From an optimization exercise on the open Yosys and OpenROAD flow, aimed at small area; shortcuts taken in it are not production practice.
RTL that was checked went through simulation tests only; none was proved equivalent to the original.

==> inputs of 06-20 <==
Design LED_VERILOG, start of the top module:
module LED_VERILOG(
input PCLK,  
input PRESERN,  
input PSEL,  
input PENABLE,  
output wire PREADY,  
output wire PSLVERR,  
input PWRITE,  
input [31:0] PADDR,  
input wire [31:0] PWDATA,  
output wire [31:0] PRDATA,  
output reg LED
);
==> module LED_VERILOG, before the edit <==
module LED_VERILOG(
input PCLK,  
input PRESERN,  
input PSEL,  
input PENABLE,  
output wire PREADY,  
output wire PSLVERR,  
input PWRITE,  
input [31:0] PADDR,  
input wire [31:0] PWDATA,  
output wire [31:0] PRDATA,  
output reg LED
);
assign PSLVERR = 0;
assign PREADY = 1;
assign PRDATA = 32'd0;
reg [575:0]color;
reg [23:0]data_counter;
reg [9:0]bit_counter;
reg [6:0]pwm_counter;
wire color_bit = (bit_counter < 10'd576) ? color[bit_counter] : 1'b0;
wire color_write = (PWRITE & PENABLE & PSEL);
always @(posedge PCLK) begin
if (!PRESERN) begin
    data_counter <= 0;
    bit_counter <= 0;
    pwm_counter <= 0;
    LED <= 0;
end
else if (data_counter >= 1024125) begin
    data_counter <= 0;
    bit_counter <= 0;
    pwm_counter <= 0;
end
else if (data_counter >= 72375) begin
    LED <= 0;
    data_counter <= data_counter + 1;
end
else begin
    if(pwm_counter >= 125) begin
        pwm_counter <= 0;
        bit_counter <= bit_counter + 1;
    end
    else begin
        if (color_bit) begin
            if (pwm_counter <= 80) 
                LED <= 1;
            else 
                LED <=0;
        pwm_counter <= pwm_counter + 1;
        end
        else begin 
            if (pwm_counter <= 40) 
                LED <= 1;
            else 
                LED <= 0;
        pwm_counter <= pwm_counter + 1;
        end
    data_counter <= data_counter + 1; 
    end
end
end
always @(posedge PCLK)
begin
if(color_write)begin
    case (PADDR[6:2])
    5'd0: color[23:0] <= PWDATA[23:0];    
    5'd1: color[47:24] <= PWDATA[23:0];   
    5'd2: color[71:48] <= PWDATA[23:0];   
    5'd3: color[95:72] <= PWDATA[23:0];   
    5'd4: color[119:96] <= PWDATA[23:0];  
    5'd5: color[143:120] <= PWDATA[23:0];  
    5'd6: color[167:144] <= PWDATA[23:0];  
    5'd7: color[191:168] <= PWDATA[23:0];  
    5'd8: color[215:192] <= PWDATA[23:0];
    5'd9: color[239:216] <= PWDATA[23:0];
    5'd10: color[263:240] <= PWDATA[23:0];
    5'd11: color[287:264] <= PWDATA[23:0];
    5'd12: color[311:288] <= PWDATA[23:0];
    5'd13: color[335:312] <= PWDATA[23:0];
    5'd14: color[359:336] <= PWDATA[23:0];
    5'd15: color[383:360] <= PWDATA[23:0];
    5'd16: color[407:384] <= PWDATA[23:0];
    5'd17: color[431:408] <= PWDATA[23:0];
    5'd18: color[455:432] <= PWDATA[23:0];
    5'd19: color[479:456] <= PWDATA[23:0];
    5'd20: color[503:480] <= PWDATA[23:0];
    5'd21: color[527:504] <= PWDATA[23:0];
    5'd22: color[551:528] <= PWDATA[23:0];
    5'd23: color[575:552] <= PWDATA[23:0];
    default: ;
endcase
end
end
endmodule
export LEC_CHECK = 0
export CAP_MARGIN = 20
export CORE_MARGIN = 2
export CORE_UTILIZATION = 50
export PLACE_DENSITY = 0.6
export SLEW_MARGIN = 20
create_clock -name core_clock -period 10.0 [get_ports {PCLK}]
run.sh (not shown) runs the stock make flow with config.mk's settings and CLKGATE_MAP_FILE= SYNTH_SCRIPT=/design/flow/synth_recipe.tcl, a recipe that flattens the netlist after the stock synthesis.
==> 04-25: changes against 06-20 <==
==> flow/design.v (replaced) <==
module LED_VERILOG(
input PCLK,
input PRESERN,
input PSEL,
input PENABLE,
output wire PREADY,
output wire PSLVERR,
input PWRITE,
input [31:0] PADDR,
input wire [31:0] PWDATA,
output wire [31:0] PRDATA,
output reg LED
);
assign PSLVERR = 1'b0;
assign PREADY = 1'b1;
assign PRDATA = 32'd0;
reg [575:0] color;
reg [12:0] bcnt;
reg [6:0] pcnt;
wire color_write = PWRITE & PENABLE & PSEL;
genvar gw;
generate
for (gw = 0; gw < 24; gw = gw + 1) begin : wr
    always @(posedge PCLK)
        if (color_write && PADDR[6:2] == gw)
            color[24*gw +: 24] <= PWDATA[23:0];
end
endgenerate
wire [31:0] csel;
wire [17:0] gsel;
genvar gc, gg;
generate
for (gc = 0; gc < 32; gc = gc + 1) begin : cs
    assign csel[gc] = (bcnt[4:0] == gc);
end
for (gg = 0; gg < 18; gg = gg + 1) begin : gs
    assign gsel[gg] = (bcnt[12:5] == gg);
end
endgenerate
wire [17:0] gbit;
generate
for (gg = 0; gg < 18; gg = gg + 1) begin : gr
    assign gbit[gg] = gsel[gg] & |(csel & color[32*gg +: 32]);
end
endgenerate
wire color_bit = |gbit;
wire running = (bcnt < 13'd579);
wire frame_end = (bcnt == 13'd8132) && (pcnt == 7'd71);
wire bit_end = (pcnt == 7'd125);
always @(posedge PCLK) begin
    if (!PRESERN) begin
        bcnt <= 13'd0;
        pcnt <= 7'd0;
        LED <= 1'b0;
    end else begin
        LED <= running & ((pcnt <= 7'd40) | ((pcnt <= 7'd80) & color_bit));
        if (frame_end) begin
            bcnt <= 13'd0;
            pcnt <= 7'd0;
        end else if (bit_end) begin
            bcnt <= bcnt + 13'd1;
            pcnt <= 7'd0;
        end else begin
            pcnt <= pcnt + 7'd1;
        end
    end
end
endmodule
--- a/flow/config.mk
+++ b/flow/config.mk
@@ -8,5 +8,6 @@
 export CAP_MARGIN = 20
 export CORE_MARGIN = 2
 export CORE_UTILIZATION = 50
+export CTS_BUF_LIST = sky130_fd_sc_hd__clkbuf_4 sky130_fd_sc_hd__clkbuf_8
 export PLACE_DENSITY = 0.6
 export SLEW_MARGIN = 20
==> 07-07: changes against 06-20 <==
==> flow/design.v (replaced) <==
module LED_VERILOG(
input PCLK,
input PRESERN,
input PSEL,
input PENABLE,
output wire PREADY,
output wire PSLVERR,
input PWRITE,
input [31:0] PADDR,
input wire [31:0] PWDATA,
output wire [31:0] PRDATA,
output reg LED
);
assign PSLVERR = 1'b0;
assign PREADY = 1'b1;
assign PRDATA = 32'd0;
reg [575:0] color;
reg [12:0] bcnt;
reg [6:0] pcnt;
wire color_write = PWRITE & PENABLE & PSEL;
genvar gw;
generate
for (gw = 0; gw < 24; gw = gw + 1) begin : wr
    always @(posedge PCLK)
        if (color_write && PADDR[6:2] == gw)
            color[24*gw +: 24] <= PWDATA[23:0];
end
endgenerate
wire [31:0] csel;
wire [17:0] gsel;
genvar gc, gg;
generate
for (gc = 0; gc < 32; gc = gc + 1) begin : cs
    assign csel[gc] = (bcnt[4:0] == gc);
end
for (gg = 0; gg < 18; gg = gg + 1) begin : gs
    assign gsel[gg] = (bcnt[12:5] == gg);
end
endgenerate
wire [17:0] gbit;
generate
for (gg = 0; gg < 18; gg = gg + 1) begin : gr
    assign gbit[gg] = gsel[gg] & |(csel & color[32*gg +: 32]);
end
endgenerate
wire color_bit = |gbit;
wire running = (bcnt < 13'd579);
wire frame_end = (bcnt == 13'd8132) && (pcnt == 7'd71);
wire bit_end = (pcnt == 7'd125);
always @(posedge PCLK) begin
    if (!PRESERN) begin
        bcnt <= 13'd0;
        pcnt <= 7'd0;
        LED <= 1'b0;
    end else begin
        LED <= running & ((pcnt <= 7'd40) | ((pcnt <= 7'd80) & color_bit));
        if (frame_end) begin
            bcnt <= 13'd0;
            pcnt <= 7'd0;
        end else if (bit_end) begin
            bcnt <= bcnt + 13'd1;
            pcnt <= 7'd0;
        end else begin
            pcnt <= pcnt + 7'd1;
        end
    end
end
endmodule
--- a/flow/config.mk
+++ b/flow/config.mk
@@ -7,6 +7,7 @@
 export LEC_CHECK = 0
 export CAP_MARGIN = 20
 export CORE_MARGIN = 2
-export CORE_UTILIZATION = 50
-export PLACE_DENSITY = 0.6
+export CORE_UTILIZATION = 65
+export CTS_BUF_LIST = sky130_fd_sc_hd__clkbuf_8
+export PLACE_DENSITY = 0.75
 export SLEW_MARGIN = 20
==> impl_metrics.py <==
metrics = {
    "status": {
        "status": "no timing/DRC/antenna violations",
    },
    "placement": {
        "hpwl_um": 30300,
        "placed_cells": 1923,
    },
    "worst_setup_path": {
        "path_max_fanout": 95,
        "r2r_slack_ns": 5.31,
    },
    "logic_synthesis": {
        "synth_area_leaders": "edfxtp_1 71%, mux4_2 12%, dfxtp_1 3.4%",
    },
    "timing": {
        "period_share_pct": 46.9,
        "worst_pin_slew_ns": 1.05,
    },
    "cells_and_area": {
        "layout-drive-gt1-share_pct": 21.2,
    },
    "power_and_ir_drop": {
        "internal_power_mw": 4.20,
        "powerComb_mw": 0.110,
    },
    "routing": {
        "vias_per_cell": 6.09,
    },
}
The numbers above come from 06-20.

==> impl_metrics.py <==
metrics = {
    "status": {
        "status": "no timing/DRC/antenna violations",
    },
    "placement": {
        "placed_cells": 1951,
        "hpwl_um": 40100,
    },
    "logic_synthesis": {
        "synth_area_leaders": "edfxtp_1 75%, a22oi_1 3.7%, dfxtp_1 1.8%",
    },
    "routing": {
        "vias_per_cell": 6.80,
    },
    "timing": {
        "worst_pin_slew_ns": 1.14,
        "period_share_pct": 41.7,
    },
    "cells_and_area": {
        "layout-drive-gt1-share_pct": 19.4,
    },
    "power_and_ir_drop": {
        "internal_power_mw": 3.78,
        "powerComb_mw": 0.118,
    },
}
The numbers above come from 04-25.

==> impl_metrics.py <==
metrics = {
    "worst_setup_path": {
        "r2r_slack_ns": 5.82,
        "path_max_fanout": 44,
    },
    "logic_synthesis": {
        "synth_area_leaders": "edfxtp_1 75%, a22oi_1 3.7%, dfxtp_1 1.8%",
    },
    "status": {
        "status": "no timing/DRC/antenna violations",
    },
    "floorplan": {
        "ios": 104,
    },
    "clock_tree": {
        "cts_sinks": 597,
        "ctsHoldBuffers": 0,
    },
    "power_and_ir_drop": {
        "powerComb_mw": 0.110,
    },
    "routing": {
        "vias_per_cell": 7.42,
    },
    "cells_and_area": {
        "layout.nonclk_buf_share_pct": 3.02,
        "final_util_pct": 72.5,
    },
    "timing": {
        "period_share_pct": 41.8,
    },
}
The numbers above come from 07-07.

No functional check of the RTL was part of 04-25 and 07-07.

[afterwards: timing with drivers on the ports]
Ports are ideal in the flow. The routed layouts listed here were re-timed in OpenROAD. Step 1: set_driving_cell puts a clkbuf_16 on PCLK and a buf_2 on each other input, an assumption about the parent block. Step 2 adds t to the input delays and takes it off the output delays; t is the mean of the earliest and latest rising clock arrival at the registers after step 1. Input paths then give back, and output paths get back, about the clock's delay inside the block. a / b / c = ideal ports / drivers / drivers and shift; a / b = the first two.
run | t, ns | setup slack, ns | hold slack, ns
06-20 | 0.639 | 5.306 / 5.306 / 5.303 | 0.494 / 0.494 / 0.494
04-25 | 0.736 | 5.832 / 5.859 / 5.123 | 0.481 / 0.481 / 0.481
07-07 | 0.718 | 5.817 / 5.817 / 5.136 | 0.482 / 0.482 / 0.482
After both steps setup and hold are still met in every run listed. The setup slack of 04-25, which loses most, moves by +0.027 ns with the drivers and by -0.709 ns with both steps.
